Source: an optimization exercise on an open RTL-to-GDS flow (aim: small area). Production flows keep margins and buffers that such runs may drop.

==> inputs of 01-18 <==
==> flow/design.v <==
module outCPLD (
    input              pclk_50M,
    input        [1:8] outP,
    input       [1:28] out,
    output logic [1:8] eoutP,
    output logic [1:28] eout
);
  localparam logic [22:0] DONE  = 23'h14dd03;
  localparam logic [22:0] DMASK = 23'h3ffff9;
  logic [22:0] cnt1;
  logic [22:0] cnt2;
  logic [22:0] cnt3;
  logic [22:0] cnt4;
  logic [22:0] cnt5;
  logic [22:0] cnt6;
  logic [22:0] cnt7;
  logic [22:0] cnt8;
  always_ff @(posedge pclk_50M) begin
    cnt1 <= outP[1] ? {~cnt1[21:0], ~(cnt1[20] ^ cnt1[22])} : '1;
    cnt2 <= outP[2] ? {~cnt2[21:0], ~(cnt2[20] ^ cnt2[22])} : '1;
    cnt3 <= outP[3] ? {~cnt3[21:0], ~(cnt3[20] ^ cnt3[22])} : '1;
    cnt4 <= outP[4] ? {~cnt4[21:0], ~(cnt4[20] ^ cnt4[22])} : '1;
    cnt5 <= outP[5] ? {~cnt5[21:0], ~(cnt5[20] ^ cnt5[22])} : '1;
    cnt6 <= outP[6] ? {~cnt6[21:0], ~(cnt6[20] ^ cnt6[22])} : '1;
    cnt7 <= outP[7] ? {~cnt7[21:0], ~(cnt7[20] ^ cnt7[22])} : '1;
    cnt8 <= outP[8] ? {~cnt8[21:0], ~(cnt8[20] ^ cnt8[22])} : '1;
    eoutP[1] <= outP[1] & (eoutP[1] | ((cnt1 & DMASK) == (DONE & DMASK)));
    eoutP[2] <= outP[2] & (eoutP[2] | ((cnt2 & DMASK) == (DONE & DMASK)));
    eoutP[3] <= outP[3] & (eoutP[3] | ((cnt3 & DMASK) == (DONE & DMASK)));
    eoutP[4] <= outP[4] & (eoutP[4] | ((cnt4 & DMASK) == (DONE & DMASK)));
    eoutP[5] <= outP[5] & (eoutP[5] | ((cnt5 & DMASK) == (DONE & DMASK)));
    eoutP[6] <= outP[6] & (eoutP[6] | ((cnt6 & DMASK) == (DONE & DMASK)));
    eoutP[7] <= outP[7] & (eoutP[7] | ((cnt7 & DMASK) == (DONE & DMASK)));
    eoutP[8] <= outP[8] & (eoutP[8] | ((cnt8 & DMASK) == (DONE & DMASK)));
  end
  always_ff @(posedge pclk_50M) begin
    eout[1] <= out[1] & ((~outP[1] & outP[2]) | (outP[1] & ~outP[2]));
    eout[2] <= out[2] & ((~outP[1] & outP[3] & ~((outP[2] & out[1]))) | (outP[1] & ~outP[3]));
    eout[3] <= out[3] & ((~outP[2] & outP[3] & ~((outP[1] & out[1]))) | (outP[2] & ~outP[3] & ~((outP[1] & out[2]))));
    eout[4] <= out[4] & ((~outP[1] & outP[4] & ~((outP[2] & out[1]) | (outP[3] & out[2]))) | (outP[1] & ~outP[4]));
    eout[5] <= out[5] & ((~outP[2] & outP[4] & ~((outP[1] & out[1]) | (outP[3] & out[3]))) | (outP[2] & ~outP[4] & ~((outP[1] & out[4]))));
    eout[6] <= out[6] & ((~outP[3] & outP[4] & ~((outP[1] & out[2]) | (outP[2] & out[3]))) | (outP[3] & ~outP[4] & ~((outP[1] & out[4]) | (outP[2] & out[5]))));
    eout[7] <= out[7] & ((~outP[1] & outP[5] & ~((outP[2] & out[1]) | (outP[3] & out[2]) | (outP[4] & out[4]))) | (outP[1] & ~outP[5]));
    eout[8] <= out[8] & ((~outP[2] & outP[5] & ~((outP[1] & out[1]) | (outP[3] & out[3]) | (outP[4] & out[5]))) | (outP[2] & ~outP[5] & ~((outP[1] & out[7]))));
    eout[9] <= out[9] & ((~outP[3] & outP[5] & ~((outP[1] & out[2]) | (outP[2] & out[3]) | (outP[4] & out[6]))) | (outP[3] & ~outP[5] & ~((outP[1] & out[7]) | (outP[2] & out[8]))));
    eout[10] <= out[10] & ((~outP[4] & outP[5] & ~((outP[1] & out[4]) | (outP[2] & out[5]) | (outP[3] & out[6]))) | (outP[4] & ~outP[5] & ~((outP[1] & out[7]) | (outP[2] & out[8]) | (outP[3] & out[9]))));
    eout[11] <= out[11] & ((~outP[1] & outP[6] & ~((outP[2] & out[1]) | (outP[3] & out[2]) | (outP[4] & out[4]) | (outP[5] & out[7]))) | (outP[1] & ~outP[6]));
    eout[12] <= out[12] & ((~outP[2] & outP[6] & ~((outP[1] & out[1]) | (outP[3] & out[3]) | (outP[4] & out[5]) | (outP[5] & out[8]))) | (outP[2] & ~outP[6] & ~((outP[1] & out[11]))));
    eout[13] <= out[13] & ((~outP[3] & outP[6] & ~((outP[1] & out[2]) | (outP[2] & out[3]) | (outP[4] & out[6]) | (outP[5] & out[9]))) | (outP[3] & ~outP[6] & ~((outP[1] & out[11]) | (outP[2] & out[12]))));
    eout[14] <= out[14] & ((~outP[4] & outP[6] & ~((outP[1] & out[4]) | (outP[2] & out[5]) | (outP[3] & out[6]) | (outP[5] & out[10]))) | (outP[4] & ~outP[6] & ~((outP[1] & out[11]) | (outP[2] & out[12]) | (outP[3] & out[13]))));
    eout[15] <= out[15] & ((~outP[5] & outP[6] & ~((outP[1] & out[7]) | (outP[2] & out[8]) | (outP[3] & out[9]) | (outP[4] & out[10]))) | (outP[5] & ~outP[6] & ~((outP[1] & out[11]) | (outP[2] & out[12]) | (outP[3] & out[13]) | (outP[4] & out[14]))));
    eout[16] <= out[16] & ((~outP[1] & outP[7] & ~((outP[2] & out[1]) | (outP[3] & out[2]) | (outP[4] & out[4]) | (outP[5] & out[7]) | (outP[6] & out[11]))) | (outP[1] & ~outP[7]));
    eout[17] <= out[17] & ((~outP[2] & outP[7] & ~((outP[1] & out[1]) | (outP[3] & out[3]) | (outP[4] & out[5]) | (outP[5] & out[8]) | (outP[6] & out[12]))) | (outP[2] & ~outP[7] & ~((outP[1] & out[16]))));
    eout[18] <= out[18] & ((~outP[3] & outP[7] & ~((outP[1] & out[2]) | (outP[2] & out[3]) | (outP[4] & out[6]) | (outP[5] & out[9]) | (outP[6] & out[13]))) | (outP[3] & ~outP[7] & ~((outP[1] & out[16]) | (outP[2] & out[17]))));
    eout[19] <= out[19] & ((~outP[4] & outP[7] & ~((outP[1] & out[4]) | (outP[2] & out[5]) | (outP[3] & out[6]) | (outP[5] & out[10]) | (outP[6] & out[14]))) | (outP[4] & ~outP[7] & ~((outP[1] & out[16]) | (outP[2] & out[17]) | (outP[3] & out[18]))));
    eout[20] <= out[20] & ((~outP[5] & outP[7] & ~((outP[1] & out[7]) | (outP[2] & out[8]) | (outP[3] & out[9]) | (outP[4] & out[10]) | (outP[6] & out[15]))) | (outP[5] & ~outP[7] & ~((outP[1] & out[16]) | (outP[2] & out[17]) | (outP[3] & out[18]) | (outP[4] & out[19]))));
    eout[21] <= out[21] & ((~outP[6] & outP[7] & ~((outP[1] & out[11]) | (outP[2] & out[12]) | (outP[3] & out[13]) | (outP[4] & out[14]) | (outP[5] & out[15]))) | (outP[6] & ~outP[7] & ~((outP[1] & out[16]) | (outP[2] & out[17]) | (outP[3] & out[18]) | (outP[4] & out[19]) | (outP[5] & out[20]))));
    eout[22] <= out[22] & ((~outP[1] & outP[8] & ~((outP[2] & out[1]) | (outP[3] & out[2]) | (outP[4] & out[4]) | (outP[5] & out[7]) | (outP[6] & out[11]) | (outP[7] & out[16]))) | (outP[1] & ~outP[8]));
    eout[23] <= out[23] & ((~outP[2] & outP[8] & ~((outP[1] & out[1]) | (outP[3] & out[3]) | (outP[4] & out[5]) | (outP[5] & out[8]) | (outP[6] & out[12]) | (outP[7] & out[17]))) | (outP[2] & ~outP[8] & ~((outP[1] & out[22]))));
    eout[24] <= out[24] & ((~outP[3] & outP[8] & ~((outP[1] & out[2]) | (outP[2] & out[3]) | (outP[4] & out[6]) | (outP[5] & out[9]) | (outP[6] & out[13]) | (outP[7] & out[18]))) | (outP[3] & ~outP[8] & ~((outP[1] & out[22]) | (outP[2] & out[23]))));
    eout[25] <= out[25] & ((~outP[4] & outP[8] & ~((outP[1] & out[4]) | (outP[2] & out[5]) | (outP[3] & out[6]) | (outP[5] & out[10]) | (outP[6] & out[14]) | (outP[7] & out[19]))) | (outP[4] & ~outP[8] & ~((outP[1] & out[22]) | (outP[2] & out[23]) | (outP[3] & out[24]))));
    eout[26] <= out[26] & ((~outP[5] & outP[8] & ~((outP[1] & out[7]) | (outP[2] & out[8]) | (outP[3] & out[9]) | (outP[4] & out[10]) | (outP[6] & out[15]) | (outP[7] & out[20]))) | (outP[5] & ~outP[8] & ~((outP[1] & out[22]) | (outP[2] & out[23]) | (outP[3] & out[24]) | (outP[4] & out[25]))));
    eout[27] <= out[27] & ((~outP[6] & outP[8] & ~((outP[1] & out[11]) | (outP[2] & out[12]) | (outP[3] & out[13]) | (outP[4] & out[14]) | (outP[5] & out[15]) | (outP[7] & out[21]))) | (outP[6] & ~outP[8] & ~((outP[1] & out[22]) | (outP[2] & out[23]) | (outP[3] & out[24]) | (outP[4] & out[25]) | (outP[5] & out[26]))));
    eout[28] <= out[28] & ((~outP[7] & outP[8] & ~((outP[1] & out[16]) | (outP[2] & out[17]) | (outP[3] & out[18]) | (outP[4] & out[19]) | (outP[5] & out[20]) | (outP[6] & out[21]))) | (outP[7] & ~outP[8] & ~((outP[1] & out[22]) | (outP[2] & out[23]) | (outP[3] & out[24]) | (outP[4] & out[25]) | (outP[5] & out[26]) | (outP[6] & out[27]))));
  end
endmodule
==> flow/run.sh <==
#!/bin/bash
# synth_recipe.tcl (not shown) runs the flow's synth.tcl, then flattens the netlist and writes it again
# the make line also repeats each setting of config.mk as NAME=value (left out here)
make -C /OpenROAD-flow-scripts/flow DESIGN_CONFIG=/design/flow/config.mk WORK_HOME=/design/flow/orfs CLKGATE_MAP_FILE= SYNTH_SCRIPT=/design/flow/synth_recipe.tcl finish
==> flow/config.mk <==
export PLATFORM = sky130hd
export DESIGN_NAME = outCPLD
export DESIGN_NICKNAME = outCPLD
export VERILOG_FILES = /design/flow/design.v
export SDC_FILE = /design/flow/constraint.sdc
export NUM_CORES = 4
export LEC_CHECK = 0
export ABC_AREA = 1
export CAP_MARGIN = 20
export CORE_MARGIN = 2
export CORE_UTILIZATION = 70
export SLEW_MARGIN = 20
==> flow/constraint.sdc <==
create_clock -name core_clock -period 5.0 [get_ports {pclk_50M}]
set_input_delay 1.0000 -clock core_clock [delete_from_list [all_inputs] [get_ports {pclk_50M}]]
set_output_delay 1.0000 -clock core_clock [all_outputs]
set_load 0.01 [all_outputs]
==> 05-22 (differences from 01-18) <==
--- a/flow/config.mk
+++ b/flow/config.mk
@@ -5,8 +5,11 @@
 export SDC_FILE = /design/flow/constraint.sdc
 export NUM_CORES = 4
 export LEC_CHECK = 0
-export ABC_AREA = 1
 export CAP_MARGIN = 20
 export CORE_MARGIN = 2
-export CORE_UTILIZATION = 70
+export CORE_UTILIZATION = 75
+export CTS_BUF_LIST = sky130_fd_sc_hd__clkbuf_4 sky130_fd_sc_hd__clkbuf_8
+export CTS_CLUSTER_DIAMETER = 40
+export CTS_CLUSTER_SIZE = 16
+export PLACE_DENSITY = 0.8
 export SLEW_MARGIN = 20
==> 04-12 (differences from 01-18) <==
--- a/flow/config.mk
+++ b/flow/config.mk
@@ -5,8 +5,10 @@
 export SDC_FILE = /design/flow/constraint.sdc
 export NUM_CORES = 4
 export LEC_CHECK = 0
-export ABC_AREA = 1
 export CAP_MARGIN = 20
 export CORE_MARGIN = 2
-export CORE_UTILIZATION = 70
+export CORE_UTILIZATION = 60
+export CTS_BUF_LIST = sky130_fd_sc_hd__clkbuf_4
+export CTS_CLUSTER_DIAMETER = 40
+export CTS_CLUSTER_SIZE = 12
 export SLEW_MARGIN = 20
==> results_dict.tcl <==
set metrics [dict create \
    r2r-end "eoutP[1]$_DFF_P_" \
    min_to "cnt3[3]$_SDFF_PN1_" \
    synth_area_um2 7030 \
    fin_skew_ns 0.0161 \
    track_usage_pct 30.4 \
    crit_top_cell "nand2_1" \
    clk_share_pct 8.21 \
    status "no timing/DRC/antenna violations" \
    crit_fanout 22 \
    p_sw_uw 880 \
    nonClkBufAreaFrac_pct 9.21 \
    synthCells 800 \
    vias_per_cell 5.35 \
    use_met3_pct 5.14 \
]
# the run above: 01-18

==> results_dict.tcl <==
set metrics [dict create \
    status "no timing/DRC/antenna violations" \
    synthCells 646 \
    fin_area_um2 7600 \
    vias_per_cell 5.31 \
    fin_skew_ns 0.0154 \
    synth-seq-area-share_pct 67.7 \
    min_to "cnt1[20]$_SDFF_PN1_" \
    synth_fa_ha_area_share_pct 0 \
    p_sw_uw 732 \
    layout.cells.largest_class "registers" \
    synth_area_um2 6500 \
    crit_fanout 1 \
    worstMarginPinSlew_ns 0.958 \
    track_usage_pct 22.4 \
    clk_share_pct 4.04 \
    nonClkBufAreaFrac_pct 10.1 \
]
# the run above: 04-12

==> results_dict.tcl <==
set metrics [dict create \
    status "no timing/DRC/antenna violations" \
    vias_per_cell 6.02 \
    synthCells 646 \
    fin_skew_ns 0.0191 \
    nonClkBufAreaFrac_pct 9.76 \
    r2r-end "eoutP[4]$_DFF_P_" \
    synth.ff_latch_count 220 \
    synth_area_um2 6500 \
    min_to "cnt4[3]$_SDFF_PN1_" \
    clk_share_pct 5.22 \
    track_usage_pct 33.6 \
    use_met3_pct 7.34 \
    yosys.area_share.simple_pct 22.2 \
]
# the run above: 05-22

No functional check of the RTL was part of any run of this note.

-- re-timing with driven ports --
No port has a modelled driver above. Below, the same layouts with a new extraction and two added sets of constraints. Step 1 sets driving cells, clkbuf_16 on the clock port and buf_2 on the other inputs (assumed; they add their load-dependent delay and slew). Step 2 also shifts input and output timing later by t, the mid clock arrival at the registers, as if the neighbouring blocks saw the same clock. a / b / c = ideal / step 1 / step 2; a / b = the first two.
run | t (ns) | setup WS [ns] | worst register clock-pin slew, ns
01-18 | 0.575 | 2.392 / 2.406 / 1.831 | 0.07 / 0.07
05-22 | 0.532 | 2.227 / 2.224 / 1.692 | 0.10 / 0.10
04-12 | 0.622 | 2.478 / 2.445 / 1.894 | 0.12 / 0.12
After both steps every run listed still meets setup and hold. For 04-12, which loses most, drivers alone change the setup slack by -0.033 ns; drivers and shift together by -0.584 ns.
